What follows belongs to an exercise in optimizing a design on an open flow for small area; a production flow would make more cautious choices.
Where RTL was checked, it was by simulation tests only, not by an equivalence proof against the original.
Only the layout flow was run in run 1; the RTL was not checked for function there.
No run shown here takes its clock network from TritonCTS; it comes from the design's own scripts or RTL.
The flow treats the clock pin as an ideal source. Dropping or thinning the clock tree relies on that and would not hold on a real chip.
No activity file was given, so power comes from the tool's default toggle rates.

===== flow/run.sh =====
#!/bin/bash
# Standard ORFS layout, with three changes:
#  - after the standard synthesis, the combinational gates between the
#    flip-flops are re-mapped by ABC for area (flip-flops untouched),
#  - port buffers use the smallest buffer cell,
#  - clock tree synthesis adds no dummy loads, and its tree is then rebuilt
#    with fewer leaf buffers (flow/clock_tree.tcl).
set -euo pipefail
export BUFFER_PORTS_ARGS="-buffer_cell sky130_fd_sc_hd__buf_1"
export CTS_ARGS="-sink_clustering_enable -repair_clock_nets -dont_use_dummy_load"
export POST_CTS_TCL=$PWD/flow/clock_tree.tcl
export CLOCK_PORT_FOR_TREE=clk
bash standard.sh synth > standard_synth.log 2>&1
RES=$PWD/orfs/results/$FLOW_PLATFORM/UART_TOP/base
cp $RES/1_2_yosys.v $PWD/standard_netlist.v
export RESYN_LIB=$FLOW_HOME/platforms/$FLOW_PLATFORM/lib/sky130_fd_sc_hd__tt_025C_1v80.lib
export RESYN_IN=$PWD/standard_netlist.v
export RESYN_OUT=$PWD/resyn_netlist.v
export RESYN_TOP=$FLOW_TOP
export RESYN_ABC=$PWD/flow/resyn.abc
export RESYN_STAT0=$PWD/resyn_stat_before.txt
export RESYN_STAT1=$PWD/resyn_stat_after.txt
export RESYN_DONT_USE="$(sed -n 's/^export DONT_USE_CELLS += *//p; /^ *sky130_fd_sc_hd__/p' $FLOW_HOME/platforms/$FLOW_PLATFORM/config.mk | tr -d '\\' | tr -s ' \n' ' ')"
yosys -c flow/resyn.tcl > resyn.log 2>&1
cp $RESYN_OUT $RES/1_2_yosys.v
rm -f $RES/1_synth.odb $RES/1_synth.sdc
bash standard.sh > standard.log 2>&1

===== flow/clock_tree.tcl =====
# Run after ORFS's CTS (POST_CTS_TCL): replace its clock tree by a smaller
# one of the same kind: the clock port drives one root buffer, which drives
# a few leaf buffers, each driving one group of nearby flip-flops (groups by
# k-means on the flip-flop positions). All flip-flops stay on the same
# two-buffer-deep path, as before.
set nleaf 4
set leaf_master sky130_fd_sc_hd__clkbuf_8
set root_master sky130_fd_sc_hd__clkbuf_8

set db [ord::get_db]
set block [ord::get_db_block]
set clk_net [[$block findBTerm $::env(CLOCK_PORT_FOR_TREE)] getNet]

# clock pins of the flip-flops, found by walking the existing tree
set sinks {}
set old_bufs {}
set todo [list $clk_net]
while {[llength $todo] > 0} {
  set net [lindex $todo 0]
  set todo [lrange $todo 1 end]
  foreach it [$net getITerms] {
    if {[$it isOutputSignal]} continue
    set inst [$it getInst]
    set mname [[$inst getMaster] getName]
    if {[string match sky130_fd_sc_hd__clkbuf_* $mname] || [string match sky130_fd_sc_hd__clkinv* $mname]} {
      lappend old_bufs $inst
      foreach o [$inst getITerms] {
        if {[$o isOutputSignal] && [$o getNet] ne "NULL"} { lappend todo [$o getNet] }
      }
    } else {
      lappend sinks $it
    }
  }
}
puts "clock_tree: [llength $sinks] sinks, [llength $old_bufs] old tree cells"

# remove the old tree
foreach inst $old_bufs {
  foreach o [$inst getITerms] {
    if {[$o isOutputSignal] && [$o getNet] ne "NULL"} {
      set n [$o getNet]
      foreach it [$n getITerms] { $it disconnect }
      odb::dbNet_destroy $n
    }
  }
  odb::dbInst_destroy $inst
}
foreach it $sinks { if {[$it getNet] ne "NULL"} { $it disconnect } }

# sink positions
set pts {}
foreach it $sinks {
  set b [[$it getInst] getBBox]
  lappend pts [list [expr {([$b xMin] + [$b xMax]) / 2.0}] [expr {([$b yMin] + [$b yMax]) / 2.0}]]
}
# k-means, seeded by sorting on angle around the centre
set cx 0; set cy 0
foreach p $pts { set cx [expr {$cx + [lindex $p 0]}]; set cy [expr {$cy + [lindex $p 1]}] }
set n [llength $pts]
set cx [expr {$cx / $n}]; set cy [expr {$cy / $n}]
set cent {}
for {set k 0} {$k < $nleaf} {incr k} {
  set a [expr {2.0 * 3.14159265 * ($k + 0.5) / $nleaf}]
  lappend cent [list [expr {$cx + 20000 * cos($a)}] [expr {$cy + 20000 * sin($a)}]]
}
for {set iter 0} {$iter < 50} {incr iter} {
  set asg {}
  foreach p $pts {
    set best 0; set bd 1e30
    for {set k 0} {$k < $nleaf} {incr k} {
      set c [lindex $cent $k]
      set d [expr {abs([lindex $p 0] - [lindex $c 0]) + abs([lindex $p 1] - [lindex $c 1])}]
      if {$d < $bd} { set bd $d; set best $k }
    }
    lappend asg $best
  }
  set new {}
  for {set k 0} {$k < $nleaf} {incr k} {
    set sx 0; set sy 0; set m 0
    foreach p $pts a $asg { if {$a == $k} { set sx [expr {$sx + [lindex $p 0]}]; set sy [expr {$sy + [lindex $p 1]}]; incr m } }
    if {$m > 0} { lappend new [list [expr {$sx / $m}] [expr {$sy / $m}]] } else { lappend new [lindex $cent $k] }
  }
  set cent $new
}

proc place_at {inst x y} {
  set m [$inst getMaster]
  $inst setLocation [expr {int($x - [$m getWidth] / 2)}] [expr {int($y - [$m getHeight] / 2)}]
  $inst setPlacementStatus PLACED
}

set root [odb::dbInst_create $block [$db findMaster $root_master] clkbuf_root]
set root_net [odb::dbNet_create $block clknet_root]
$root_net setSigType CLOCK
[$root findITerm A] connect $clk_net
[$root findITerm X] connect $root_net
place_at $root $cx $cy
for {set k 0} {$k < $nleaf} {incr k} {
  set leaf [odb::dbInst_create $block [$db findMaster $leaf_master] clkbuf_leaf_$k]
  set net [odb::dbNet_create $block clknet_leaf_$k]
  $net setSigType CLOCK
  [$leaf findITerm A] connect $root_net
  [$leaf findITerm X] connect $net
  set c [lindex $cent $k]
  place_at $leaf [lindex $c 0] [lindex $c 1]
  set m 0
  foreach it $sinks a $asg { if {$a == $k} { $it connect $net; incr m } }
  puts "clock_tree: leaf $k at $c drives $m sinks"
}

detailed_placement
check_placement -verbose
estimate_parasitics -placement
report_clock_skew
report_worst_slack -max
report_worst_slack -min

===== flow/resyn.abc =====
strash
&get -n
&deepsyn -T 30
&put
dch -f
amap
topo

===== flow/resyn.tcl =====
# Re-map the combinational logic of the standard synthesis netlist for area.
# The flip-flops (and the tie cell) are kept as they are: same instances,
# names and cell types; only the gates between them are re-synthesized.
yosys -import
set lib $::env(RESYN_LIB)
read_liberty -ignore_miss_func $lib
blackbox sky130_fd_sc_hd__df* sky130_fd_sc_hd__edf* sky130_fd_sc_hd__sdf* sky130_fd_sc_hd__dl* sky130_fd_sc_hd__conb_1
read_verilog $::env(RESYN_IN)
hierarchy -top $::env(RESYN_TOP)
flatten
delete sky130_fd_sc_hd__*
opt_clean -purge
tee -o $::env(RESYN_STAT0) stat -liberty $lib
set du {}
foreach c $::env(RESYN_DONT_USE) { lappend du -dont_use $c }
abc -liberty $lib {*}$du -script $::env(RESYN_ABC)
opt_clean -purge
hilomap -singleton -hicell sky130_fd_sc_hd__conb_1 HI -locell sky130_fd_sc_hd__conb_1 LO
splitnets
opt_clean -purge
insbuf -buf sky130_fd_sc_hd__buf_4 A X
yosys rename -enumerate -pattern rsyn_%_
check
tee -o $::env(RESYN_STAT1) stat -liberty $lib
write_verilog -noattr -noexpr -nohex -nodec $::env(RESYN_OUT)

===== standard.sh =====
#!/bin/bash
# synth_recipe.tcl (not shown) runs the flow's synth.tcl, then flattens the netlist and writes it again
# the make line also repeats each setting of config.mk as NAME=value (left out here)
make -C /OpenROAD-flow-scripts/flow DESIGN_CONFIG=/design/flow/config.mk WORK_HOME=/design/flow/orfs CLKGATE_MAP_FILE= SYNTH_SCRIPT=/design/flow/synth_recipe.tcl "${@:-finish}"

===== config.mk =====
export PLATFORM = sky130hd
export DESIGN_NAME = UART_TOP
export DESIGN_NICKNAME = UART_TOP
export VERILOG_FILES = /design/flow/design.v
export SDC_FILE = /design/flow/constraint.sdc
export NUM_CORES = 4
export LEC_CHECK = 0
export CAP_MARGIN = 20
export CORE_MARGIN = 2
export CORE_UTILIZATION = 70
export SLEW_MARGIN = 20

===== constraint.sdc =====
create_clock -name core_clock -period 10.0 [get_ports {clk}]
set_input_delay 2.0000 -clock core_clock [delete_from_list [all_inputs] [get_ports {clk}]]
set_output_delay 2.0000 -clock core_clock [all_outputs]
set_load 0.01 [all_outputs]

===== design.v =====
`timescale 1ns / 1ps
module UART_TOP(
    input clk,
    input reset_p,
    input Rx_x,Rx_y,
    input  [15:0] value,
    output [3:0] com,
    output [7:0] seg_7,
    output hsync,
    output vsync,
    output [11:0] rgb);
    reg [13:0] sx;
    wire [13:0] s = sx ^ 14'h3912;
    wire w = s[12] & s[11] & ~s[8] & s[7] & ~s[6] & ~s[5] & ~s[4]
           & s[3] & ~s[2] & ~s[1] & s[0];
    always @(posedge clk or posedge reset_p)
        if (reset_p) sx <= 14'h0;
        else         sx <= {s[12:0], s[13] ^ (s[0] | s[3]) ^ w} ^ 14'h3912;
    wire [7:0] pos_x, pos_y;
    UART_RX rx_x(.clk(clk), .reset_p(reset_p), .Rx(Rx_x), .w(w), .Rx_data(pos_x));
    UART_RX rx_y(.clk(clk), .reset_p(reset_p), .Rx(Rx_y), .w(w), .Rx_data(pos_y));
    reg [16:0] dx;
    reg nfirst;
    wire [16:0] d = dx ^ 17'h1fffe;
    wire first = ~nfirst;
    reg [16:0] d_inc;
    reg cy;
    integer i;
    always @(*) begin
        cy = 1'b1;
        for (i = 0; i < 17; i = i + 1) begin
            d_inc[i] = d[i] ^ cy;
            cy = cy & d[i];
        end
    end
    always @(posedge clk or posedge reset_p)
        if (reset_p) begin
            dx     <= 17'h0;
            nfirst <= 1'b0;
        end else begin
            dx     <= d_inc ^ 17'h1fffe;
            nfirst <= ~(first & ~d[0]);
        end
    wire ev_col = (d[4:0] == 5'd30) & ~first;
    wire ev_com = (&d) & ~first;
    reg [2:0] hm;
    reg [4:0] hq;
    reg [4:0] vr;
    reg [4:0] vq;
    reg box;
    always @(posedge clk or posedge reset_p)
        if (reset_p) begin
            hm <= 0; hq <= 0; vr <= 0; vq <= 0;
        end else if (ev_col) begin
            if (hm != 3'd4) hm <= hm + 3'd1;
            else begin
                hm <= 0;
                if (hq != 5'd19) hq <= hq + 5'd1;
                else begin
                    hq <= 0;
                    if (vq == 5'd17 && vr == 5'd14) begin
                        vq <= 0; vr <= 0;
                    end else if (vr == 5'd29) begin
                        vr <= 0; vq <= vq + 5'd1;
                    end else
                        vr <= vr + 5'd1;
                end
            end
        end
    always @(posedge clk or posedge reset_p)
        if (reset_p) begin
            box <= 0;
        end else begin
            box <= pos_x == {3'd0, hq} && pos_y == {3'd0, vq};
        end
    wire video_on = ~hq[4] & ~vq[4];
    wire col_moved = &d[4:0];
    assign hsync = hq == 5'd17
                 || (hq == 5'd16 && (hm >= 3'd3 || (hm == 3'd2 && !col_moved)))
                 || (hq == 5'd18 && (hm <= 3'd3 || col_moved));
    wire line_moved = col_moved && hm == 3'd0 && hq == 5'd0;
    assign vsync = vq == 5'd17
                 && (vr == 5'd4 || (vr == 5'd3 && !line_moved) || (vr == 5'd5 && line_moved));
    assign rgb = {12{video_on & box}};
    reg [1:0] digit;
    always @(posedge clk or posedge reset_p)
        if (reset_p)     digit <= 0;
        else if (ev_com) digit <= digit + 2'd1;
    assign com = ~(4'b0001 << digit);
    reg [3:0] hex_value;
    always @(posedge clk)
        case (digit)
            2'd0: hex_value <= pos_x[3:0];
            2'd1: hex_value <= pos_x[7:4];
            2'd2: hex_value <= pos_y[3:0];
            2'd3: hex_value <= pos_y[7:4];
        endcase
    decoder_7seg dec_7seg(.hex_value(hex_value), .seg_7(seg_7));
endmodule
module UART_RX(
    input clk, reset_p,
    input Rx,
    input w,
    output reg [7:0] Rx_data);
    reg [3:0] stx;
    wire [3:0] st = stx ^ 4'd8;
    always @(posedge clk or posedge reset_p)
        if (reset_p) stx <= 4'd0;
        else if (w) begin
            case (st)
            4'd0: stx <= 4'd1 ^ 4'd8;
            4'd1: stx <= 4'd3 ^ 4'd8;
            4'd3: stx <= 4'd2 ^ 4'd8;
            4'd2: stx <= 4'd6 ^ 4'd8;
            4'd6: stx <= 4'd7 ^ 4'd8;
            4'd7: stx <= 4'd5 ^ 4'd8;
            4'd5: stx <= 4'd4 ^ 4'd8;
            4'd4: stx <= 4'd12 ^ 4'd8;
            4'd12: stx <= 4'd8 ^ 4'd8;
            default: if (!Rx) stx <= 4'd0 ^ 4'd8;
            endcase
        end
    always @(posedge clk or posedge reset_p)
        if (reset_p) Rx_data <= 0;
        else begin
            if (!w && st == 4'd0) Rx_data[0] <= Rx;
            if (!w && st == 4'd1) Rx_data[1] <= Rx;
            if (!w && st == 4'd3) Rx_data[2] <= Rx;
            if (!w && st == 4'd2) Rx_data[3] <= Rx;
            if (!w && st == 4'd6) Rx_data[4] <= Rx;
            if (!w && st == 4'd7) Rx_data[5] <= Rx;
            if (!w && st == 4'd5) Rx_data[6] <= Rx;
            if (!w && st == 4'd4) Rx_data[7] <= Rx;
        end
endmodule
module decoder_7seg(
    input [3:0] hex_value,
    output [7:0] seg_7);
    wire [127:0] table_7seg = {
        8'b0111_0001, 8'b0110_0001, 8'b1000_0101, 8'b0110_0011,   
        8'b1100_0001, 8'b0000_0101, 8'b0000_1001, 8'b0000_0001,   
        8'b0001_1111, 8'b0100_0001, 8'b0100_1001, 8'b1001_1001,   
        8'b0000_1101, 8'b0010_0101, 8'b1001_1111, 8'b0000_0011};  
    assign seg_7 = table_7seg[hex_value*8 +: 8];
endmodule

==> results.json, run 1 <==
{
  "power.density_nw_per_um2": 124,
  "grtUsageTotal_pct": 24.1,
  "crit_slowest_cell": "a2111oi_0",
  "grt_setup_unrepaired": "no",
  "dr_total_vias": 2869,
  "multi_input_area_sq_um": 1280,
  "p_int_mw": 0.374,
  "cp-start-kind": "register",
  "cp-end-kind": "output port",
  "slew_violations": 0,
  "clk_pin_slew_ns": 0.12,
  "fmax_mhz": 212,
  "wire_per_inst_microns": 12.9,
  "drc": 0,
  "max-cap-violations": 0,
  "p_clk_share_pct": 28.6,
  "yosysWarnings": 2,
  "final.setup_skew_ns": 0.0186,
  "place.gp.congestion": 0.803,
  "port_buffers": 28,
  "critPathArrivalTime_ns": 2.71,
  "antenna_left": 0,
  "drive_gt1_share_pct": 1.59,
  "reg2reg_from": "dx[0]$_DFF_PP0_",
  "grt_start_max_net_pins": 78,
  "status": "finished clean",
  "fin_util_pct": 75.4,
  "syn_avg_cell_area_sq_um": 8.67,
  "dieWidth_microns": 75.9,
  "swShare_pct": 20.5,
  "slowest_delay_ns": 0.42,
  "synth.cell_area_sq_um": 3620,
  "area_growth_pct": 4.94,
  "nFillCells": 367,
  "final_nets": 462,
  "placed_cells": 505,
  "overflow": 0,
  "vias_per_cell": 5.63,
  "grt_pass1_vias": 2708,
  "initial_utilization_pct": 71.9,
  "seqCellArea_sq_um": 2010,
  "syn_inst": 418,
  "fin_ws_ns": 5.29,
  "cp.required_ns": 8.00,
  "fin_crit_ns": 4.71,
  "synth_fp_nets": 438,
  "finalHoldViolations": 0,
  "pwr-share-comb_pct": 1.7,
  "worst_slew_pin_slew_ns": 0.916,
  "reg2reg_slack_ns": 5.46,
  "crit_chain": "clkinv_1, nor2_1, clkinv_1, nor2_1, clkinv_1, nor2_1, nand2_1, nor3_1, a31oi_1, a2111oi_0, buf_1",
  "setup_viol": 0,
  "place_area_sq_um": 3730,
  "dpl.hpwl_mm": 4.82,
  "crit_end": "vsync",
  "wirelength_mm": 6.58,
  "fp.dieH_microns": 75.9,
  "dr.pass1.iters": 4,
  "pwr-share-seq_pct": 69.6,
  "clk_latency_ns": 0.34,
  "fp-row-count": 26,
  "n_antenna_cell": 0,
  "fin_area_sq_um": 3800,
  "drt_iter0_drc": 188,
  "power_mw": 0.471,
  "cts.sinks": 81,
  "grt_pass1_wl_mm": 11.7,
  "slew_headroom_pct": 38.9,
  "worstSetupPathType": "register to output port",
  "core_sq_um": 5040,
  "crit_path_max_fanout": 6,
  "worst_ir_drop_vdd_mv": 0.144,
  "ios": 46,
  "die-area_sq_um": 5770,
  "setup.worst_path.start": "dx[0]$_DFF_PP0_",
  "p_switching_mw": 0.0966,
  "totalNegativeSetupSlack_ns": 0,
  "fin_crit_sh_pct": 47.1,
  "grt_antenna_before_repair": 0,
  "instances_no_fill": 510,
  "hold_depth": 0,
  "holdCritPathClass": "register to register",
  "r2r-end": "digit[1]$_DFFE_PP0P_",
  "dp_slack_ns": 5.50,
  "holdWs_ns": 0.374,
  "reg2regPathDepth": 19,
  "p_leak_nw": 1.48
}
## power by group through the flow
stage,registers (mW),logic [mW],clock network [mW]
2_1_floorplan,0.334,0.00621,0
3_3_place_gp,0.334,0.00859,0
3_5_place_dp,0.334,0.00880,0
5_1_grt,0.328,0.0100,0.151
6_report,0.328,0.00821,0.135
## worst min-delay path by stage
stage / from / to / slack (ns)
after detailed placement: sx[9]$_DFF_PP0_ / sx[10]$_DFF_PP0_ / 0.35
after floorplan: sx[9]$_DFF_PP0_ / sx[10]$_DFF_PP0_ / 0.33
after global routing: sx[9]$_DFF_PP0_ / sx[10]$_DFF_PP0_ / 0.38
after global placement: sx[9]$_DFF_PP0_ / sx[10]$_DFF_PP0_ / 0.34
final: sx[9]$_DFF_PP0_ / sx[10]$_DFF_PP0_ / 0.37
## routing by layer
layer,vias up,GRT usage (%),part of all wire (%)
met1,1361,33.7,47
met2,56,41.7,47
li1,1442,-,-
met3,10,2.74,3.9
met5,-,0,0
met4,0,4.73,1.5
## sequential cells by signal, summed over array words and instances (netlist names)
| name | cells |
|---|---|
| dx | 17 |
| rx_x.stx | 4 |
| hm | 3 |
| vr | 5 |
| rx_y.stx | 4 |
| rx_x.Rx_data | 8 |
| hq | 5 |
| hex_value | 4 |
| nfirst | 1 |
| sx | 14 |
| box | 1 |
| digit | 2 |
| rx_y.Rx_data | 8 |
| vq | 5 |
## final cells by class
cell class,count,area share [%]
multi-input combinational,260,33.7
inverter,65,6.42
timing repair buffer,29,2.96
tap,70,2.30
buffer,5,1.81
sequential,81,52.8
## critical path, delay by kind of cell (launching register included)
family | cells | cell delay [ns]
DFF | 1 | 0.37
and+or+nand+nor | 5 | 0.89
AOI/OAI and AO/OA | 2 | 0.59
buffers and inverters | 4 | 0.51
## placed cells by master, fill, tap and decap left out, drive strengths merged
cell type and n:
o21bai 1, nand4 2, o221ai 2, a22oi 1
nor4 5, nand2 45, a2111oi 2, or4 4
nor2b 1, clkinv 64, clkbuf 5, nor3 16
o32ai 3, nor2 81, dfrtp 77, dfxtp 4
a32oi 2, or2 12, a31oi 1, or3 3
conb 1, o2111ai 1, a221oi 4, o21ai 13
o21a 2, o22ai 16, a211oi 4, and4b 1
inv 1, a21oi 27, and3 2, buf 29
nand3 8
==> inputs of run 2 (changes only) <==
--- a/design.v
+++ b/design.v
@@ -13,7 +13,7 @@
     wire [13:0] s = sx ^ 14'h3912;
     wire w = s[12] & s[11] & ~s[8] & s[7] & ~s[6] & ~s[5] & ~s[4]
            & s[3] & ~s[2] & ~s[1] & s[0];
-    always @(posedge clk or posedge reset_p)
+    always @(posedge clk)
         if (reset_p) sx <= 14'h0;
         else         sx <= {s[12:0], s[13] ^ (s[0] | s[3]) ^ w} ^ 14'h3912;
     wire [7:0] pos_x, pos_y;
@@ -34,12 +34,15 @@
         end
     end
     always @(posedge clk or posedge reset_p)
+        if (reset_p) dx[4:0] <= 5'h0;
+        else         dx[4:0] <= d_inc[4:0] ^ 5'h1e;
+    always @(posedge clk)
         if (reset_p) begin
-            dx     <= 17'h0;
-            nfirst <= 1'b0;
+            dx[16:5] <= 12'h0;
+            nfirst   <= 1'b0;
         end else begin
-            dx     <= d_inc ^ 17'h1fffe;
-            nfirst <= ~(first & ~d[0]);
+            dx[16:5] <= d_inc[16:5] ^ 12'hfff;
+            nfirst   <= ~(first & ~d[0]);
         end
     wire ev_col = (d[4:0] == 5'd30) & ~first;
     wire ev_com = (&d) & ~first;
@@ -89,7 +92,8 @@
     assign com = ~(4'b0001 << digit);
     reg [3:0] hex_value;
     always @(posedge clk)
-        case (digit)
+        if (reset_p) hex_value <= 4'd0;
+        else case (digit)
             2'd0: hex_value <= pos_x[3:0];
             2'd1: hex_value <= pos_x[7:4];
             2'd2: hex_value <= pos_y[3:0];
@@ -104,7 +108,7 @@
     output reg [7:0] Rx_data);
     reg [3:0] stx;
     wire [3:0] st = stx ^ 4'd8;
-    always @(posedge clk or posedge reset_p)
+    always @(posedge clk)
         if (reset_p) stx <= 4'd0;
         else if (w) begin
             case (st)
@@ -120,7 +124,7 @@
             default: if (!Rx) stx <= 4'd0 ^ 4'd8;
             endcase
         end
-    always @(posedge clk or posedge reset_p)
+    always @(posedge clk)
         if (reset_p) Rx_data <= 0;
         else begin
             if (!w && st == 4'd0) Rx_data[0] <= Rx;
==> flow/run.sh (replaced) <==
#!/bin/bash
# Standard ORFS layout, with these changes:
#  - after the standard synthesis, the combinational gates between the
#    flip-flops are re-mapped by ABC for area (flip-flops untouched); four
#    ABC runs with different seeds, and the smallest result is kept,
#  - port buffers use the smallest buffer cell,
#  - clock tree synthesis adds no dummy loads, and its tree is then rebuilt
#    with fewer leaf buffers (flow/clock_tree.tcl).
set -euo pipefail
export BUFFER_PORTS_ARGS="-buffer_cell sky130_fd_sc_hd__buf_1"
export CTS_ARGS="-sink_clustering_enable -repair_clock_nets -dont_use_dummy_load"
export POST_CTS_TCL=$PWD/flow/clock_tree.tcl
export CLOCK_PORT_FOR_TREE=clk
bash standard.sh synth > standard_synth.log 2>&1
RES=$PWD/orfs/results/$FLOW_PLATFORM/UART_TOP/base
cp $RES/1_2_yosys.v $PWD/standard_netlist.v
export RESYN_LIB=$FLOW_HOME/platforms/$FLOW_PLATFORM/lib/sky130_fd_sc_hd__tt_025C_1v80.lib
export RESYN_IN=$PWD/standard_netlist.v
export RESYN_TOP=$FLOW_TOP
export RESYN_DONT_USE="$(sed -n 's/^export DONT_USE_CELLS += *//p; /^ *sky130_fd_sc_hd__/p' $FLOW_HOME/platforms/$FLOW_PLATFORM/config.mk | tr -d '\\' | tr -s ' \n' ' ')"
for i in 1 2 3 4; do
  RESYN_OUT=$PWD/resyn_netlist_$i.v RESYN_ABC=$PWD/flow/resyn$i.abc \
  RESYN_STAT0=$PWD/resyn_stat_before_$i.txt RESYN_STAT1=$PWD/resyn_stat_after_$i.txt \
    yosys -c flow/resyn.tcl > resyn_$i.log 2>&1 &
done
wait
best=""; best_area=""
for i in 1 2 3 4; do
  a=$(sed -n "s/.*Chip area for module '\\\\$FLOW_TOP': *//p" resyn_stat_after_$i.txt)
  echo "resyn run $i: area $a" >> resyn_choice.log
  if [[ -n "$a" ]] && { [[ -z "$best" ]] || awk -v a="$a" -v b="$best_area" 'BEGIN{exit !(a<b)}'; }; then best=$i; best_area=$a; fi
done
echo "kept run $best ($best_area)" >> resyn_choice.log
cp $PWD/resyn_netlist_$best.v $RES/1_2_yosys.v
rm -f $RES/1_synth.odb $RES/1_synth.sdc
bash standard.sh > standard.log 2>&1
--- a/flow/clock_tree.tcl
+++ b/flow/clock_tree.tcl
@@ -3,7 +3,7 @@
 # a few leaf buffers, each driving one group of nearby flip-flops (groups by
 # k-means on the flip-flop positions). All flip-flops stay on the same
 # two-buffer-deep path, as before.
-set nleaf 4
+set nleaf 5
 set leaf_master sky130_fd_sc_hd__clkbuf_8
 set root_master sky130_fd_sc_hd__clkbuf_8
 
==> flow/resyn1.abc (new file) <==
strash
&get -n
&deepsyn -T 30 -S 1
&put
dch -f
amap
topo
==> flow/resyn2.abc (new file) <==
strash
&get -n
&deepsyn -T 30 -S 2
&put
dch -f
amap
topo
==> flow/resyn3.abc (new file) <==
strash
&get -n
&deepsyn -T 30 -S 3
&put
dch -f
amap
topo
==> flow/resyn4.abc (new file) <==
strash
&get -n
&deepsyn -T 30 -S 4
&put
dch -f
amap
topo
removed: flow/resyn.abc
==> run 2 against run 1 <==
Still clean. Sequential power rose by 2%. Setup slack better by 0.16 ns. Worst hold slack better by 0.0083 ns. First-iteration DRC count grew 13%. Cell area shrank 3.0%. Maximum frequency rose by 3.5%. Power is 6.1% higher. Synthesized cell count is 5.0% higher. Via count up 6.4%. Critical path depth fell by 2. Wire length up 8.9%. Critical path type unchanged. Largest power group unchanged.
==> results.json, run 2 <==
{
  "grt_pass1_wl_mm": 11.6,
  "setup_viol": 0,
  "syn_avg_cell_area_sq_um": 7.95,
  "yosysWarnings": 2,
  "largest_reg_flops": 17,
  "syn_inst": 439,
  "worst_slew_pin_slew_ns": 0.772,
  "final_nets": 485,
  "critPathArrivalTime_ns": 2.55,
  "ios": 46,
  "dp_slack_ns": 5.54,
  "finalHoldViolations": 0,
  "placed_cells": 524,
  "largest-register": "dx",
  "cp-start-kind": "register",
  "fin_util_pct": 77.6,
  "crit_path_max_fanout": 6,
  "cts.sinks": 81,
  "port_buffers": 28,
  "slew_violations": 0,
  "dieWidth_microns": 74.6,
  "largest_registers": "dx: 17 flops, sx: 14 flops",
  "core_sq_um": 4750,
  "dr.pass1.iters": 5,
  "power.density_nw_per_um2": 136,
  "wire_per_inst_microns": 13.5,
  "totalNegativeSetupSlack_ns": 0,
  "instances_no_fill": 530,
  "grt_antenna_before_repair": 0,
  "drc": 0,
  "final.setup_skew_ns": 0.0347,
  "fin_crit_ns": 4.55,
  "cp.required_ns": 8.00,
  "holdCritPathClass": "register to register",
  "drt_iter0_drc": 212,
  "n_antenna_cell": 0,
  "fin_ws_ns": 5.45,
  "clk_latency_ns": 0.34,
  "fp-row-count": 25,
  "fp.dieH_microns": 74.6,
  "p_leak_nw": 1.38,
  "synth_fp_nets": 459,
  "grt_start_max_net_pins": 43,
  "die-area_sq_um": 5570,
  "grtUsageTotal_pct": 26.6,
  "dr_total_vias": 3053,
  "initial_utilization_pct": 73.4,
  "place.gp.congestion": 0.923,
  "max-cap-violations": 0,
  "worst_ir_drop_vdd_mv": 0.117,
  "slew_headroom_pct": 48.4,
  "drive_gt1_share_pct": 1.73,
  "clk_pin_slew_ns": 0.12,
  "status": "finished clean",
  "worstSetupPathType": "register to output port",
  "grt_pass1_vias": 2726,
  "area_growth_pct": 5.66,
  "synth.cell_area_sq_um": 3490,
  "reg2reg_slack_ns": 5.51,
  "cp-end-kind": "output port",
  "wirelength_mm": 7.17,
  "antenna_left": 0,
  "vias_per_cell": 5.76,
  "dpl.hpwl_mm": 5.15,
  "fmax_mhz": 220,
  "layout_common_cells": "89 x nor2_1, 69 x clkinv_1, 55 x dfxtp_1",
  "fin_crit_sh_pct": 45.5,
  "layout_commonest_cell": "nor2_1",
  "grt_setup_unrepaired": "no",
  "holdWs_ns": 0.383,
  "overflow": 0
}
-- run 2: cell count changes in the layout (fill, tap and decap cells not counted), moves of 5 or more --
cell | previous run | this run
nand2_1 | 45 | 22
nor2_1 | 81 | 89
o22ai_1 | 16 | 11
dfxtp_1 | 4 | 55
or2_0 | 12 | 2
nand3_1 | 8 | 17
dfrtp_1 | 77 | 26
clkinv_1 | 64 | 69
o21ai_0 | 13 | 33
a21oi_1 | 27 | 36
-- run 2: final cells by class --
cell class	count	area, sq um
sequential	81	1750
buffer	6	82.6
multi-input combinational	277	1390
tap	67	83.8
inverter	69	259
timing repair buffer	30	120
fill	374	1070
-- run 2: power breakdown --
part / internal (mW) / total (mW) / switching [mW]
clock network: 0.0547 / 0.145 / 0.0906
logic: 0.00650 / 0.0222 / 0.0157
registers: 0.329 / 0.333 / 0.00342
total: 0.390 / 0.500 / 0.110
-- run 2: stage by stage --
| stage | instance area (sq um) | power (mW) |
|---|---|---|
| 2_1_floorplan | 3490 | 0.353 |
| 3_3_place_gp | 3600 | 0.361 |
| 5_1_grt | 3690 | 0.518 |
| 3_5_place_dp | 3600 | 0.362 |
| 6_report | 3690 | 0.500 |
-- run 2: path summary, 6_finish.rpt --
kind                                   from  depth (start not counted)              endpoint
max                         dx[0]$_DFF_PP0_                          9                 vsync
max reg2reg                 dx[0]$_DFF_PP0_                         29  digit[1]$_DFFE_PP0P_
min                        sx[7]$_SDFF_PP0_                          1      sx[8]$_SDFF_PP0_
min reg2reg                sx[7]$_SDFF_PP0_                          1      sx[8]$_SDFF_PP0_
min in group asynchronous           reset_p                          4  digit[0]$_DFFE_PP0P_
max in group asynchronous           reset_p                          4     vq[2]$_DFFE_PP0P_
-- run 2: worst max-delay path: stages, from the launching register on --
cell,delay [ns]
dfrtp_1,0.37
clkinv_1,0.15
nor2_1,0.17
nand2_1,0.11
or3_1,0.44
nor3_1,0.27
a41oi_1,0.20
o21a_1,0.14
nor4_1,0.18
buf_1,0.18
-- run 2: layer usage --
metal | GRT usage, % | vias up | wire length [microns]
met5 | 0 | - | 0
li1 | - | 1540 | -
met4 | 7.74 | 0 | 136
met1 | 33.7 | 1403 | 3160
met2 | 48.0 | 96 | 3560
met3 | 3.08 | 14 | 309
==> inputs of run 3 (changes only) <==
--- a/flow/clock_tree.tcl
+++ b/flow/clock_tree.tcl
@@ -3,7 +3,7 @@
 # a few leaf buffers, each driving one group of nearby flip-flops (groups by
 # k-means on the flip-flop positions). All flip-flops stay on the same
 # two-buffer-deep path, as before.
-set nleaf 5
+set nleaf 6
 set leaf_master sky130_fd_sc_hd__clkbuf_8
 set root_master sky130_fd_sc_hd__clkbuf_8
 
@@ -53,7 +53,7 @@
   set b [[$it getInst] getBBox]
   lappend pts [list [expr {([$b xMin] + [$b xMax]) / 2.0}] [expr {([$b yMin] + [$b yMax]) / 2.0}]]
 }
-# k-means, seeded by sorting on angle around the centre
+# k-means, started from points on a circle around the centre
 set cx 0; set cy 0
 foreach p $pts { set cx [expr {$cx + [lindex $p 0]}]; set cy [expr {$cy + [lindex $p 1]}] }
 set n [llength $pts]
@@ -63,16 +63,26 @@
   set a [expr {2.0 * 3.14159265 * ($k + 0.5) / $nleaf}]
   lappend cent [list [expr {$cx + 20000 * cos($a)}] [expr {$cy + 20000 * sin($a)}]]
 }
+# k-means with a capacity per group, so that every leaf buffer drives
+# about the same number of flip-flops
+set cap [expr {($n + $nleaf - 1) / $nleaf + 1}]
 for {set iter 0} {$iter < 50} {incr iter} {
-  set asg {}
+  set pairs {}
+  set i 0
   foreach p $pts {
-    set best 0; set bd 1e30
     for {set k 0} {$k < $nleaf} {incr k} {
       set c [lindex $cent $k]
-      set d [expr {abs([lindex $p 0] - [lindex $c 0]) + abs([lindex $p 1] - [lindex $c 1])}]
-      if {$d < $bd} { set bd $d; set best $k }
+      lappend pairs [list [expr {abs([lindex $p 0] - [lindex $c 0]) + abs([lindex $p 1] - [lindex $c 1])}] $i $k]
     }
-    lappend asg $best
+    incr i
+  }
+  set asg [lrepeat $n -1]
+  set fill [lrepeat $nleaf 0]
+  foreach pr [lsort -real -index 0 $pairs] {
+    lassign $pr dd i k
+    if {[lindex $asg $i] >= 0 || [lindex $fill $k] >= $cap} continue
+    lset asg $i $k
+    lset fill $k [expr {[lindex $fill $k] + 1}]
   }
   set new {}
   for {set k 0} {$k < $nleaf} {incr k} {
==> run 3 against run 2 <==
First-iteration DRC count increased by 23%. Final cell count decreased by 0.57%. Power increased by 5.5%. Cell area increased by 0.58%. Via count decreased by 1.1%. Critical endpoint is now digit[1]$_DFFE_PP0P_.
==> results.json, run 3 <==
{
  "status": "finished clean",
  "grt_pass1_vias": 2748,
  "place.gp.congestion": 0.829,
  "dpl.hpwl_mm": 5.08,
  "final.setup_skew_ns": 0.0115,
  "antenna_left": 0,
  "grt_setup_unrepaired": "no",
  "cts.sinks": 81,
  "setup_viol": 0,
  "synth_fp_nets": 455,
  "drc": 0,
  "clk_pin_slew_ns": 0.09,
  "overflow": 0,
  "vias_per_cell": 5.73,
  "fin_ws_ns": 5.19,
  "fmax_mhz": 208,
  "drive_gt1_share_pct": 1.96,
  "crit_path_max_fanout": 6,
  "fin_util_pct": 77.5,
  "fp.dieH_microns": 74.7,
  "critPathArrivalTime_ns": 5.06,
  "grt_start_max_net_pins": 41,
  "worstSetupPathType": "register to register",
  "crit_slowest_cell": "nor3_1",
  "dp_slack_ns": 5.20,
  "setup.worst_path.start": "dx[0]$_DFF_PP0_",
  "yosysWarnings": 2,
  "port_buffers": 28,
  "totalNegativeSetupSlack_ns": 0,
  "cp-start-kind": "register",
  "fin_crit_ns": 4.81,
  "gr-usage-met1_pct": 32.7,
  "fin_crit_sh_pct": 48.1,
  "placed_cells": 520,
  "gr-usage-met2_pct": 47.5,
  "layout_commonest_cell": "nor2_1",
  "area_growth_pct": 6.01,
  "layout_common_cells": "83 x nor2_1, 75 x clkinv_1, 55 x dfxtp_1",
  "instances_no_fill": 527,
  "fp-row-count": 25,
  "largest_reg_flops": 17,
  "dr.pass1.iters": 4,
  "reg2reg_from": "dx[0]$_DFF_PP0_",
  "syn_avg_cell_area_sq_um": 8.05,
  "busiest_layer": "met2",
  "largest-register": "dx",
  "wire_per_inst_microns": 13.5,
  "slew_violations": 0,
  "largest_registers": "dx: 17 flops, sx: 14 flops",
  "grt_antenna_before_repair": 0,
  "syn_inst": 435,
  "core_sq_um": 4790,
  "finalHoldViolations": 0,
  "power_mw": 0.527,
  "slowest_delay_ns": 0.45,
  "n_antenna_cell": 0,
  "p_leak_nw": 1.38,
  "power.density_nw_per_um2": 142,
  "holdCritPathClass": "register to register",
  "slew_headroom_pct": 52.9,
  "worst_ir_drop_vdd_mv": 0.143,
  "max-cap-violations": 0,
  "drt_iter0_drc": 260,
  "grtUsageTotal_pct": 26.4,
  "die-area_sq_um": 5580,
  "worst_slew_pin_slew_ns": 0.702,
  "clk_latency_ns": 0.33,
  "synth.cell_area_sq_um": 3500,
  "dieWidth_microns": 74.7,
  "ios": 46,
  "wirelength_mm": 7.11,
  "met3_usage_pct": 4.02,
  "worstHoldStart": "sx[10]$_SDFF_PP0_",
  "dr_total_vias": 3019,
  "initial_utilization_pct": 73.1,
  "final_nets": 482,
  "cp.required_ns": 10.25,
  "grt_pass1_wl_mm": 11.7,
  "cp-end-kind": "register"
}
[run 3: cell count changes in the layout (fill, tap and decap cells not counted), moves of 2 or more]
cell / previous run / this run
nand4_1: 3 / 5
a211oi_1: 6 / 3
o21ai_0: 33 / 22
a21oi_1: 36 / 24
nor3_1: 14 / 16
nor2_1: 89 / 83
nand3_1: 17 / 20
clkinv_1: 69 / 75
nand2_1: 22 / 25
or3_1: 5 / 8
o32ai_1: 5 / 14
[run 3: critical path: cells and delay by family, from the launching register on]
family          cells  cell delay [ns]
flops               1             0.35
simple gates       16             2.89
buf+inv            12             1.27
compound gates      1             0.20
[run 3: worst paths after layout]
path	end	slack (ns)	depth (start not counted)
worst max-delay path	digit[1]$_DFFE_PP0P_	5.19	29
worst min-delay path	sx[11]$_SDFF_PP0_	0.39	1
worst max register to register	digit[1]$_DFFE_PP0P_	5.19	29
worst min register to register	sx[11]$_SDFF_PP0_	0.39	1
max in group asynchronous	hm[0]$_DFFE_PP0P_	7.38	4
min in group asynchronous	digit[1]$_DFFE_PP0P_	1.98	3
[run 3: per-layer routing]
layer | wire [microns] | vias to the layer above
met2 | 3530 | 82
met5 | 0 | -
li1 | - | 1526
met3 | 328 | 18
met1 | 3100 | 1393
met4 | 149 | 0
[run 3: report_power, final]
| group | internal [mW] | total, mW | switching, mW |
|---|---|---|---|
| registers | 0.331 | 0.336 | 0.00510 |
| logic | 0.0109 | 0.0358 | 0.0248 |
| clock network | 0.0632 | 0.156 | 0.0926 |
[run 3: final cells by class]
| class | instances | area [sq um] |
|---|---|---|
| plain buffers | 7 | 96.3 |
| repair buffers | 30 | 120 |
| well taps | 67 | 83.8 |
| fillers | 366 | 1080 |
| multi-input cells | 267 | 1380 |
| flip-flops and latches | 81 | 1750 |
| inverters | 75 | 282 |
[run 3: through the flow]
step / instance area [sq um] / hold WS [ns]
floorplan: 3500 / 0.363
global placement: 3610 / 0.367
detailed placement: 3610 / 0.377
global route: 3710 / 0.401
finish: 3710 / 0.388
==> inputs of run 4 (changes only) <==
--- a/flow/clock_tree.tcl
+++ b/flow/clock_tree.tcl
@@ -3,7 +3,7 @@
 # a few leaf buffers, each driving one group of nearby flip-flops (groups by
 # k-means on the flip-flop positions). All flip-flops stay on the same
 # two-buffer-deep path, as before.
-set nleaf 6
+set nleaf 5
 set leaf_master sky130_fd_sc_hd__clkbuf_8
 set root_master sky130_fd_sc_hd__clkbuf_8
 
==> run 4 against run 3 <==
Still clean. First-iteration DRC count shrank 6.9%. Final cell count shrank 0.19%. Sequential power is essentially flat. Clock power shrank 6%. Synthesized cell count is the same. Critical path depth is the same. Largest cell class unchanged. Largest power group unchanged. Highest routed layer unchanged.
==> results.json, run 4 <==
{
  "status": "finished clean",
  "grt_pass1_vias": 2765,
  "die-area_sq_um": 5580,
  "n_antenna_cell": 0,
  "slew_violations": 0,
  "cp.required_ns": 10.26,
  "p_clk_share_pct": 28.3,
  "dpl.hpwl_mm": 5.08,
  "cp-end-kind": "register",
  "grt_start_max_net_pins": 41,
  "setup_viol": 0,
  "p_switching_mw": 0.122,
  "yosysWarnings": 2,
  "worst_ir_drop_vdd_mv": 0.149,
  "grtUsageTotal_pct": 26.3,
  "fp.dieH_microns": 74.7,
  "port_buffers": 28,
  "fp-row-count": 25,
  "place.gp.congestion": 0.829,
  "dr.pass1.iters": 5,
  "p_int_mw": 0.397,
  "synth.cell_area_sq_um": 3500,
  "syn_inst": 435,
  "drc": 0,
  "final_nets": 481,
  "area_growth_pct": 5.61,
  "layout_commonest_cell": "nor2_1",
  "clk_pin_slew_ns": 0.10,
  "fin_crit_ns": 4.80,
  "p_leak_nw": 1.37,
  "vias_per_cell": 5.75,
  "crit_slowest_cell": "nor3_1",
  "pwr-share-comb_pct": 6.9,
  "grt_antenna_before_repair": 0,
  "largest_registers": "dx: 17 flops, sx: 14 flops",
  "slew_headroom_pct": 52.6,
  "overflow": 0,
  "final.setup_skew_ns": 0.0176,
  "antenna_left": 0,
  "swShare_pct": 23.5,
  "grt_setup_unrepaired": "no",
  "totalNegativeSetupSlack_ns": 0,
  "fin_crit_sh_pct": 48.0,
  "wirelength_mm": 7.04,
  "core_sq_um": 4790,
  "holdCritPathClass": "register to register",
  "dieWidth_microns": 74.7,
  "finalHoldViolations": 0,
  "power.density_nw_per_um2": 140,
  "pwr-share-seq_pct": 64.8,
  "syn_avg_cell_area_sq_um": 8.05,
  "ios": 46,
  "largest_reg_flops": 17,
  "dr_total_vias": 3025,
  "wire_per_inst_microns": 13.4,
  "cts.sinks": 81,
  "drt_iter0_drc": 242,
  "cp-start-kind": "register",
  "fin_util_pct": 77.2,
  "synth_fp_nets": 455,
  "worst_slew_pin_slew_ns": 0.705,
  "slowest_delay_ns": 0.45,
  "worstSetupPathType": "register to register",
  "grt_pass1_wl_mm": 11.7,
  "layout_common_cells": "83 x nor2_1, 75 x clkinv_1, 55 x dfxtp_1",
  "max-cap-violations": 0,
  "critPathArrivalTime_ns": 5.06,
  "clk_latency_ns": 0.33,
  "fmax_mhz": 208,
  "largest-register": "dx",
  "crit_path_max_fanout": 6,
  "drive_gt1_share_pct": 1.74,
  "initial_utilization_pct": 73.1
}
## run 4: cell type report
| type | instances | area [sq um] |
|---|---|---|
| buffer | 6 | 82.6 |
| fill | 373 | 1090 |
| inverter | 75 | 282 |
| multi-input combinational | 267 | 1380 |
| sequential | 81 | 1750 |
| tap | 67 | 83.8 |
| timing repair buffer | 30 | 120 |
## run 4: through the flow
stage / worst slack (ns) / hold slack [ns] / cells / cell area [sq um] / total power [mW]
after global placement: 5.41 / 0.367 / 520 / 3610 / 0.377
after global routing: 4.35 / 0.405 / 526 / 3700 / 0.538
after detailed placement: 5.20 / 0.377 / 520 / 3610 / 0.379
after floorplan: 6.02 / 0.363 / 435 / 3500 / 0.371
final: 5.20 / 0.388 / 526 / 3700 / 0.518
## run 4: worst paths after layout
kind	startpoint	endpoint	slack (ns)	cells after the start
max	dx[0]$_DFF_PP0_	digit[1]$_DFFE_PP0P_	5.20	29
min	sx[10]$_SDFF_PP0_	sx[11]$_SDFF_PP0_	0.39	1
max reg2reg	dx[0]$_DFF_PP0_	digit[1]$_DFFE_PP0P_	5.20	29
min reg2reg	sx[10]$_SDFF_PP0_	sx[11]$_SDFF_PP0_	0.39	1
max in group asynchronous	reset_p	vr[2]$_DFFE_PP0P_	7.37	4
min in group asynchronous	reset_p	digit[1]$_DFFE_PP0P_	1.97	3
## run 4: critical path, delay by kind of cell, from the launching register on
kind	cells	cell delay, ns
compound gates	1	0.20
simple gates	16	2.88
flops	1	0.36
buf+inv	12	1.24
## run 4: routing by layer
| layer | part of all wire (%) | vias up | global-route usage [%] |
|---|---|---|---|
| met5 | 0 | - | 0 |
| met4 | 2.1 | 0 | 8.13 |
| met3 | 4.9 | 16 | 3.35 |
| met2 | 50 | 94 | 47.6 |
| met1 | 43 | 1387 | 32.8 |
| li1 | - | 1528 | - |
## run 4: power by group through the flow
stage               clock [mW]  combinational [mW]  sequential, mW
finish                   0.147              0.0359           0.336
global route             0.160              0.0411           0.337
detailed placement           0              0.0357           0.343
global placement             0              0.0345           0.343
floorplan                    0              0.0299           0.342
==> inputs of run 5 (changes only) <==
--- a/design.v
+++ b/design.v
@@ -33,16 +33,13 @@
             cy = cy & d[i];
         end
     end
-    always @(posedge clk or posedge reset_p)
-        if (reset_p) dx[4:0] <= 5'h0;
-        else         dx[4:0] <= d_inc[4:0] ^ 5'h1e;
     always @(posedge clk)
         if (reset_p) begin
-            dx[16:5] <= 12'h0;
-            nfirst   <= 1'b0;
+            dx     <= 17'h0;
+            nfirst <= 1'b0;
         end else begin
-            dx[16:5] <= d_inc[16:5] ^ 12'hfff;
-            nfirst   <= ~(first & ~d[0]);
+            dx     <= d_inc ^ 17'h1fffe;
+            nfirst <= ~(first & ~d[0]);
         end
     wire ev_col = (d[4:0] == 5'd30) & ~first;
     wire ev_com = (&d) & ~first;
@@ -51,7 +48,7 @@
     reg [4:0] vr;
     reg [4:0] vq;
     reg box;
-    always @(posedge clk or posedge reset_p)
+    always @(posedge clk)
         if (reset_p) begin
             hm <= 0; hq <= 0; vr <= 0; vq <= 0;
         end else if (ev_col) begin
@@ -70,7 +67,7 @@
                 end
             end
         end
-    always @(posedge clk or posedge reset_p)
+    always @(posedge clk)
         if (reset_p) begin
             box <= 0;
         end else begin
@@ -78,18 +75,18 @@
         end
     wire video_on = ~hq[4] & ~vq[4];
     wire col_moved = &d[4:0];
-    assign hsync = hq == 5'd17
+    assign hsync = !reset_p && (hq == 5'd17
                  || (hq == 5'd16 && (hm >= 3'd3 || (hm == 3'd2 && !col_moved)))
-                 || (hq == 5'd18 && (hm <= 3'd3 || col_moved));
+                 || (hq == 5'd18 && (hm <= 3'd3 || col_moved)));
     wire line_moved = col_moved && hm == 3'd0 && hq == 5'd0;
-    assign vsync = vq == 5'd17
+    assign vsync = !reset_p && vq == 5'd17
                  && (vr == 5'd4 || (vr == 5'd3 && !line_moved) || (vr == 5'd5 && line_moved));
-    assign rgb = {12{video_on & box}};
+    assign rgb = {12{!reset_p & video_on & box}};
     reg [1:0] digit;
-    always @(posedge clk or posedge reset_p)
+    always @(posedge clk)
         if (reset_p)     digit <= 0;
         else if (ev_com) digit <= digit + 2'd1;
-    assign com = ~(4'b0001 << digit);
+    assign com = reset_p ? 4'b1110 : ~(4'b0001 << digit);
     reg [3:0] hex_value;
     always @(posedge clk)
         if (reset_p) hex_value <= 4'd0;
==> run 5 against run 4 <==
Die area is 1.9% lower. Sequential share of layout area shrank 2.7 points. Wire length down 4.1%. Via count rose by 1.1%. Critical path type is now input pin to output port. Critical endpoint is now hsync. Largest power group unchanged. Highest routed layer unchanged.
==> results.json, run 5 <==
{
  "status": "finished clean",
  "p_leak_nw": 1.29,
  "final.setup_skew_ns": 0.0254,
  "drt_iter0_drc": 216,
  "synth_fp_nets": 475,
  "power.density_nw_per_um2": 146,
  "overflow": 0,
  "fin_crit_ns": 5.61,
  "slew_violations": 0,
  "worstHoldStart": "sx[10]$_SDFF_PP0_",
  "fp-row-count": 25,
  "wirelength_mm": 6.76,
  "dr.pass1.iters": 5,
  "fin_crit_sh_pct": 56.1,
  "clk_latency_ns": 0.34,
  "grt_antenna_before_repair": 0,
  "grt_pass1_vias": 2556,
  "reg2regPathDepth": 30,
  "clk_pin_slew_ns": 0.10,
  "nFillCells": 366,
  "die-area_sq_um": 5480,
  "crit_chain": "clkbuf_2, buf_4, clkinv_1, o211ai_1, nor3_1, buf_1",
  "layout_common_cells": "120 x nor2_1, 81 x dfxtp_1, 55 x clkinv_1",
  "fmax_mhz": 178,
  "finalHoldViolations": 0,
  "worst_ir_drop_vdd_mv": 0.133,
  "reg2reg_slack_ns": 5.64,
  "grt_setup_unrepaired": "no",
  "dieWidth_microns": 74.0,
  "path_delay_family": "buffers and inverters",
  "grt_start_max_net_pins": 67,
  "cts.sinks": 81,
  "fp.dieH_microns": 74.0,
  "cp-start-kind": "input pin",
  "largest_reg_flops": 17,
  "cp.required_ns": 8.00,
  "setup_viol": 0,
  "wire_per_inst_microns": 12.4,
  "worstSetupPathType": "input pin to output port",
  "port_buffers": 28,
  "critPathBufInv": 4,
  "slowest_delay_ns": 0.55,
  "area_growth_pct": 5.69,
  "grt_pass1_wl_mm": 10.9,
  "crit_slowest_cell": "clkinv_1",
  "final_nets": 500,
  "cp-end-kind": "output port",
  "dpl.hpwl_mm": 4.94,
  "totalNegativeSetupSlack_ns": 0,
  "reg2reg_from": "dx[0]$_SDFF_PP0_",
  "layout_commonest_cell": "nor2_1",
  "holdCritPathClass": "register to register",
  "dr_total_vias": 3058,
  "synth.cell_area_sq_um": 3430,
  "core_sq_um": 4720,
  "vias_per_cell": 5.61,
  "ios": 46,
  "largest_registers": "dx: 17 flops, sx: 14 flops",
  "antenna_left": 0,
  "slew_headroom_pct": 53.9,
  "drc": 0,
  "place.gp.congestion": 0.864,
  "min_to": "sx[11]$_SDFF_PP0_",
  "worst_slew_pin_slew_ns": 0.682,
  "syn_inst": 455,
  "largest-register": "dx",
  "initial_utilization_pct": 72.6,
  "grtUsageTotal_pct": 24.6,
  "power_mw": 0.530,
  "n_antenna_cell": 0,
  "critPathArrivalTime_ns": 3.61,
  "crit_path_max_fanout": 66,
  "r2r-end": "digit[1]$_SDFFE_PP0P_",
  "hold_depth": 1,
  "max-cap-violations": 0,
  "yosysWarnings": 2,
  "drive_gt1_share_pct": 1.88,
  "syn_avg_cell_area_sq_um": 7.54
}
-- run 5: area by class of cell --
type	count	area, sq um	area share (%)
flip-flops and latches	81	1620	44.7
multi-input cells	307	1520	41.9
inverters	55	206	5.69
repair buffers	29	114	3.14
well taps	67	83.8	2.31
plain buffers	6	82.6	2.28
-- run 5: layer usage --
metal	vias to the layer above	global-route usage (%)	wire, microns
met5	-	0	0
li1	1579	-	-
met1	1364	32.8	3110
met4	0	5.25	94
met2	101	43.3	3200
met3	14	2.98	356
-- run 5: worst max path at each step --
| stage | startpoint | end | cells after the start |
|---|---|---|---|
| after floorplan | reset_p | rgb[10] | 2 |
| after global placement | reset_p | hsync | 6 |
| after detailed placement | reset_p | hsync | 6 |
| after global routing | reset_p | hsync | 6 |
| final | reset_p | hsync | 6 |
-- run 5: per-stage QoR --
stage,instance area [sq um],hold WS (ns),instances,util [%],setup slack (ns)
after floorplan,3430,0.363,455,-,4.89
after global placement,3540,0.367,539,74.9,4.43
after detailed placement,3540,0.375,539,74.9,4.40
after global routing,3630,0.401,545,76.8,4.26
final,3630,0.398,545,76.8,4.39
-- run 5: power breakdown --
part	leakage, nW	internal [mW]	total, mW	switching (mW)
Clock	0.0431	0.0546	0.145	0.0907
Sequential	0.659	0.335	0.342	0.00692
Combinational	0.592	0.0145	0.0427	0.0282
Total	1.29	0.404	0.530	0.126
==> inputs of run 6 (changes only) <==
--- a/flow/run.sh
+++ b/flow/run.sh
@@ -1,7 +1,7 @@
 #!/bin/bash
 # Standard ORFS layout, with these changes:
 #  - after the standard synthesis, the combinational gates between the
-#    flip-flops are re-mapped by ABC for area (flip-flops untouched); four
+#    flip-flops are re-mapped by ABC for area (flip-flops untouched); eight
 #    ABC runs with different seeds, and the smallest result is kept,
 #  - port buffers use the smallest buffer cell,
 #  - clock tree synthesis adds no dummy loads, and its tree is then rebuilt
@@ -18,14 +18,15 @@
 export RESYN_IN=$PWD/standard_netlist.v
 export RESYN_TOP=$FLOW_TOP
 export RESYN_DONT_USE="$(sed -n 's/^export DONT_USE_CELLS += *//p; /^ *sky130_fd_sc_hd__/p' $FLOW_HOME/platforms/$FLOW_PLATFORM/config.mk | tr -d '\\' | tr -s ' \n' ' ')"
-for i in 1 2 3 4; do
+for i in 1 2 3 4 5 6 7 8; do
   RESYN_OUT=$PWD/resyn_netlist_$i.v RESYN_ABC=$PWD/flow/resyn$i.abc \
   RESYN_STAT0=$PWD/resyn_stat_before_$i.txt RESYN_STAT1=$PWD/resyn_stat_after_$i.txt \
     yosys -c flow/resyn.tcl > resyn_$i.log 2>&1 &
+  if (( i % 4 == 0 )); then wait; fi
 done
 wait
 best=""; best_area=""
-for i in 1 2 3 4; do
+for i in 1 2 3 4 5 6 7 8; do
   a=$(sed -n "s/.*Chip area for module '\\\\$FLOW_TOP': *//p" resyn_stat_after_$i.txt)
   echo "resyn run $i: area $a" >> resyn_choice.log
   if [[ -n "$a" ]] && { [[ -z "$best" ]] || awk -v a="$a" -v b="$best_area" 'BEGIN{exit !(a<b)}'; }; then best=$i; best_area=$a; fi
==> flow/resyn5.abc (new file) <==
strash
&get -n
&deepsyn -T 30 -S 5
&put
dch -f
amap
topo
==> flow/resyn6.abc (new file) <==
strash
&get -n
&deepsyn -T 30 -S 6
&put
dch -f
amap
topo
==> flow/resyn7.abc (new file) <==
strash
&get -n
&deepsyn -T 30 -S 7
&put
dch -f
amap
topo
==> flow/resyn8.abc (new file) <==
strash
&get -n
&deepsyn -T 30 -S 8
&put
dch -f
amap
topo
==> run 6 against run 5 <==
Still clean on timing, DRC and antenna. Wire length fell by 2.6%. Register-to-register slack got worse by 0.39 ns. First-iteration DRC count fell by 27%. Cell area fell by 0.79%. Flip-flop and latch count did not move. Clock skew fell by 0.020 ns. Power fell by 0.30%. Setup slack got worse by 0.29 ns. Final cell count fell by 2.4%. Critical path type unchanged. Critical endpoint is now rgb[5]. Largest cell class unchanged.
==> results.json, run 6 <==
{
  "crit_path_max_fanout": 61,
  "fin_util_pct": 76.2,
  "slowest_delay_ns": 0.79,
  "yosysWarnings": 2,
  "grt_antenna_before_repair": 0,
  "worst_ir_drop_vdd_mv": 0.152,
  "clk_pin_slew_ns": 0.09,
  "final.setup_skew_ns": 0.00585,
  "cp-end-kind": "output port",
  "path_delay_family": "buffers and inverters",
  "ios": 46,
  "vias_per_cell": 5.62,
  "syn_avg_cell_area_sq_um": 7.71,
  "holdCritPathClass": "register to register",
  "max-cap-violations": 0,
  "wirelength_mm": 6.58,
  "cp.required_ns": 8.00,
  "core_sq_um": 4720,
  "fin_crit_sh_pct": 59.0,
  "crit_chain": "clkbuf_2, buf_4, clkinv_1, nand2_1, nor3b_1, buf_1",
  "fin_crit_ns": 5.90,
  "dpl.hpwl_mm": 4.65,
  "finalHoldViolations": 0,
  "fp-row-count": 25,
  "cts.sinks": 81,
  "clk_latency_ns": 0.32,
  "synth_fp_nets": 462,
  "totalNegativeSetupSlack_ns": 0,
  "drt_iter0_drc": 157,
  "n_antenna_cell": 0,
  "largest-register": "dx",
  "drc": 0,
  "slew_headroom_pct": 36.0,
  "setup_viol": 0,
  "grt_pass1_wl_mm": 11.0,
  "final_nets": 487,
  "dr.pass1.iters": 6,
  "crit_slowest_cell": "nor3b_1",
  "p_leak_nw": 1.21,
  "worst_slew_pin_slew_ns": 0.957,
  "slew_violations": 0,
  "status": "finished clean",
  "area_growth_pct": 5.58,
  "layout_common_cells": "88 x nor2_1, 81 x dfxtp_1, 68 x clkinv_1",
  "fmax_mhz": 169,
  "largest_reg_flops": 17,
  "synth.cell_area_sq_um": 3410,
  "critPathArrivalTime_ns": 3.90,
  "cp-start-kind": "input pin",
  "port_buffers": 28,
  "place.gp.congestion": 0.830,
  "dieWidth_microns": 73.8,
  "power.density_nw_per_um2": 147,
  "wire_per_inst_microns": 12.4,
  "grt_pass1_vias": 2627,
  "fp.dieH_microns": 73.8,
  "power_mw": 0.528,
  "layout_commonest_cell": "nor2_1",
  "critPathBufInv": 4,
  "overflow": 0,
  "initial_utilization_pct": 72.1,
  "grt_start_max_net_pins": 62,
  "worstSetupPathType": "input pin to output port",
  "syn_inst": 442,
  "die-area_sq_um": 5440,
  "grtUsageTotal_pct": 24.7,
  "dr_total_vias": 2991,
  "antenna_left": 0,
  "drive_gt1_share_pct": 1.72,
  "grt_setup_unrepaired": "no",
  "largest_registers": "dx: 17 flops, sx: 14 flops"
}
[run 6: layout make-up]
class,count,area (sq um)
Tap cell,67,83.8
Buffer,6,82.6
Timing Repair Buffer,29,114
Inverter,68,255
Fill cell,369,1130
Multi-Input combinational cell,281,1440
Sequential cell,81,1620
[run 6: metal layers]
| metal | global-route usage, % | up-vias | routed length, microns |
|---|---|---|---|
| met4 | 4.85 | 0 | 83 |
| li1 | - | 1561 | - |
| met3 | 2.74 | 8 | 290 |
| met1 | 32.1 | 1339 | 3020 |
| met5 | 0 | - | 0 |
| met2 | 44.4 | 83 | 3180 |
[run 6: final timing paths]
path	startpoint	end	slack, ns	depth (start not counted)
worst min-delay path	sx[10]$_SDFF_PP0_	sx[11]$_SDFF_PP0_	0.38	1
worst max register to register	dx[0]$_SDFF_PP0_	digit[1]$_SDFFE_PP0P_	5.25	32
worst min register to register	sx[10]$_SDFF_PP0_	sx[11]$_SDFF_PP0_	0.38	1
worst max-delay path	reset_p	rgb[5]	4.10	6
[run 6: stage by stage]
stage | instances | worst slack (ns) | hold slack (ns) | area [sq um]
after floorplan | 442 | 4.59 | 0.363 | 3410
after global placement | 526 | 4.21 | 0.366 | 3510
after detailed placement | 526 | 4.13 | 0.366 | 3510
after global routing | 532 | 3.83 | 0.394 | 3600
final | 532 | 4.10 | 0.381 | 3600
[run 6: worst reg2reg max path, delay by kind of cell, from the launching register on]
kind / cells / cell delay [ns]
and+or+nand+nor: 17 / 2.71
AOI/OAI and AO/OA: 1 / 0.10
DFF: 1 / 0.41
buffers and inverters: 14 / 1.47
[run 6: where the power goes]
part	total, mW	leakage [nW]	switching, mW	internal [mW]
Sequential	0.342	0.659	0.00676	0.335
Combinational	0.0440	0.508	0.0291	0.0149
Clock	0.142	0.0431	0.0876	0.0546
==> inputs of run 7 (changes only) <==
--- a/flow/clock_tree.tcl
+++ b/flow/clock_tree.tcl
@@ -3,9 +3,9 @@
 # a few leaf buffers, each driving one group of nearby flip-flops (groups by
 # k-means on the flip-flop positions). All flip-flops stay on the same
 # two-buffer-deep path, as before.
-set nleaf 5
+set nleaf 4
 set leaf_master sky130_fd_sc_hd__clkbuf_8
-set root_master sky130_fd_sc_hd__clkbuf_8
+set root_master sky130_fd_sc_hd__clkbuf_2
 
 set db [ord::get_db]
 set block [ord::get_db_block]
==> run 7 against run 6 <==
Flip-flop and latch count did not move. Final cell count rose by 1.5%. Sequential power barely moved. Wire length fell by 3.9%. Sequential share of layout area rose by 0.094 points. Utilization fell by 0.16 points. Global-route usage fell by 0.67 points. Critical path type unchanged. Setup slack improved by 0.093 ns. Clock power fell by 12%. Power fell by 3.5%.
==> results.json, run 7 <==
{
  "fin_util_pct": 76.0,
  "vias_per_cell": 5.53,
  "fp.dieH_microns": 73.9,
  "wirelength_mm": 6.32,
  "largest_reg_flops": 17,
  "wire_per_inst_microns": 11.7,
  "n_antenna_cell": 0,
  "holdCritPathClass": "register to register",
  "ios": 46,
  "place.gp.congestion": 0.929,
  "grtUsageTotal_pct": 24.1,
  "reg2reg_slack_ns": 5.56,
  "layout_common_cells": "111 x nor2_1, 81 x dfxtp_1, 57 x clkinv_1",
  "dpl.hpwl_mm": 4.68,
  "fin_crit_sh_pct": 58.1,
  "worstHoldStart": "sx[10]$_SDFF_PP0_",
  "status": "finished clean",
  "syn_avg_cell_area_sq_um": 7.59,
  "worstSetupPathType": "input pin to output port",
  "r2r-end": "digit[0]$_SDFFE_PP0P_",
  "power.density_nw_per_um2": 142,
  "p_leak_nw": 1.29,
  "finalHoldViolations": 0,
  "grt_pass1_wl_mm": 10.7,
  "slew_headroom_pct": 40.5,
  "grt_setup_unrepaired": "no",
  "reg2reg_from": "dx[0]$_SDFF_PP0_",
  "largest_registers": "dx: 17 flops, sx: 14 flops",
  "holdWs_ns": 0.382,
  "clk_latency_ns": 0.41,
  "instances_no_fill": 540,
  "hold_depth": 1,
  "min_to": "sx[11]$_SDFF_PP0_",
  "crit_path_max_fanout": 64,
  "nFillCells": 381,
  "cts.sinks": 81,
  "seqCellArea_sq_um": 1620,
  "final_nets": 495,
  "drt_iter0_drc": 261,
  "totalNegativeSetupSlack_ns": 0,
  "grt_pass1_vias": 2575,
  "largest-register": "dx",
  "dieWidth_microns": 73.9,
  "core_sq_um": 4720,
  "fin_crit_ns": 5.81,
  "area_growth_pct": 4.90,
  "fp-row-count": 25,
  "port_buffers": 28,
  "fin_area_sq_um": 3590,
  "drc": 0,
  "placed_cells": 535,
  "die-area_sq_um": 5460,
  "synth.cell_area_sq_um": 3420,
  "clk_pin_slew_ns": 0.11,
  "synth_fp_nets": 471,
  "dp_slack_ns": 4.22,
  "grt_start_max_net_pins": 65,
  "place_area_sq_um": 3530,
  "max-cap-violations": 0,
  "cp-end-kind": "output port",
  "worst_ir_drop_vdd_mv": 0.146,
  "syn_inst": 451,
  "final.setup_skew_ns": 0.0106,
  "drive_gt1_share_pct": 1.48,
  "grt_antenna_before_repair": 0,
  "multi_input_area_sq_um": 1500,
  "reg2regPathDepth": 30,
  "yosysWarnings": 2,
  "critPathArrivalTime_ns": 3.81,
  "dr_total_vias": 2986,
  "layout_commonest_cell": "nor2_1",
  "worst_slew_pin_slew_ns": 0.885,
  "dr.pass1.iters": 4,
  "cp-start-kind": "input pin",
  "slew_violations": 0,
  "power_mw": 0.509,
  "fin_ws_ns": 4.19,
  "antenna_left": 0,
  "fmax_mhz": 172,
  "initial_utilization_pct": 72.5,
  "cp.required_ns": 8.00,
  "overflow": 0,
  "setup_viol": 0
}
==> run 7: worst max-delay path, cell delays in order <==
cell      delay [ns]
clkbuf_2        0.08
buf_4           0.50
clkinv_1        0.56
nand3_1         0.29
nand2_1         0.18
buf_1           0.17
==> run 7: how the worst max path moves through the flow <==
| stage | depth (start not counted) | end | slack (ns) | startpoint |
|---|---|---|---|---|
| final | 6 | com[0] | 4.19 | reset_p |
| after global routing | 6 | com[0] | 4.03 | reset_p |
| after detailed placement | 6 | com[0] | 4.22 | reset_p |
| after global placement | 6 | com[0] | 4.24 | reset_p |
| after floorplan | 2 | rgb[10] | 4.89 | reset_p |
==> run 7: routing by layer <==
metal,track usage (%),wire length [microns],vias up
met2,42.4,2920,80
met5,0,0,-
met1,31.6,3000,1330
met4,4.24,55,0
met3,3.84,340,5
li1,-,-,1571
==> run 7: layout make-up <==
| class | instances | area share [%] |
|---|---|---|
| flip-flops and latches | 81 | 45.2 |
| multi-input cells | 301 | 41.7 |
| plain buffers | 5 | 1.67 |
| well taps | 67 | 2.34 |
| repair buffers | 29 | 3.17 |
| inverters | 57 | 5.96 |
==> run 7: power by group <==
group | internal [mW] | switching [mW]
Combinational | 0.0150 | 0.0280
Clock | 0.0389 | 0.0859
Sequential | 0.335 | 0.00671

static timing again, ports no longer ideal:
No port has a modelled driver above. Below, the same layouts with a new extraction and two added sets of constraints. Step 1, drivers: a clkbuf_16 drives clk and a buf_2 each remaining input, both assumed. Step 2 adds t to the input delays and takes it off the output delays; t is the mean of the earliest and latest rising clock arrival at the registers after step 1. Input paths then give back, and output paths get back, about the clock's delay inside the block. a / b / c = ideal / step 1 / step 2; a / b = the first two.
run	t (ns)	setup WS [ns]	hold WS [ns]	worst register clock-pin slew, ns
run 1	0.357	5.289 / 5.262 / 5.464	0.374 / 0.374 / 0.374	0.12 / 0.12
run 2	0.354	5.447 / 5.418 / 5.507	0.383 / 0.383 / 0.383	0.12 / 0.12
run 3	0.353	5.189 / 5.189 / 5.189	0.388 / 0.388 / 0.388	0.09 / 0.09
run 4	0.354	5.203 / 5.203 / 5.203	0.388 / 0.388 / 0.388	0.10 / 0.10
run 5	0.352	4.390 / 4.366 / 4.366	0.398 / 0.398 / 0.398	0.10 / 0.10
run 6	0.343	4.098 / 4.076 / 4.076	0.381 / 0.381 / 0.381	0.10 / 0.10
run 7	0.434	4.191 / 4.169 / 4.169	0.382 / 0.382 / 0.382	0.12 / 0.12
After both steps setup and hold are still met in every run listed. For run 5, which loses most, drivers alone change the setup slack by -0.024 ns; drivers and shift together by -0.024 ns.
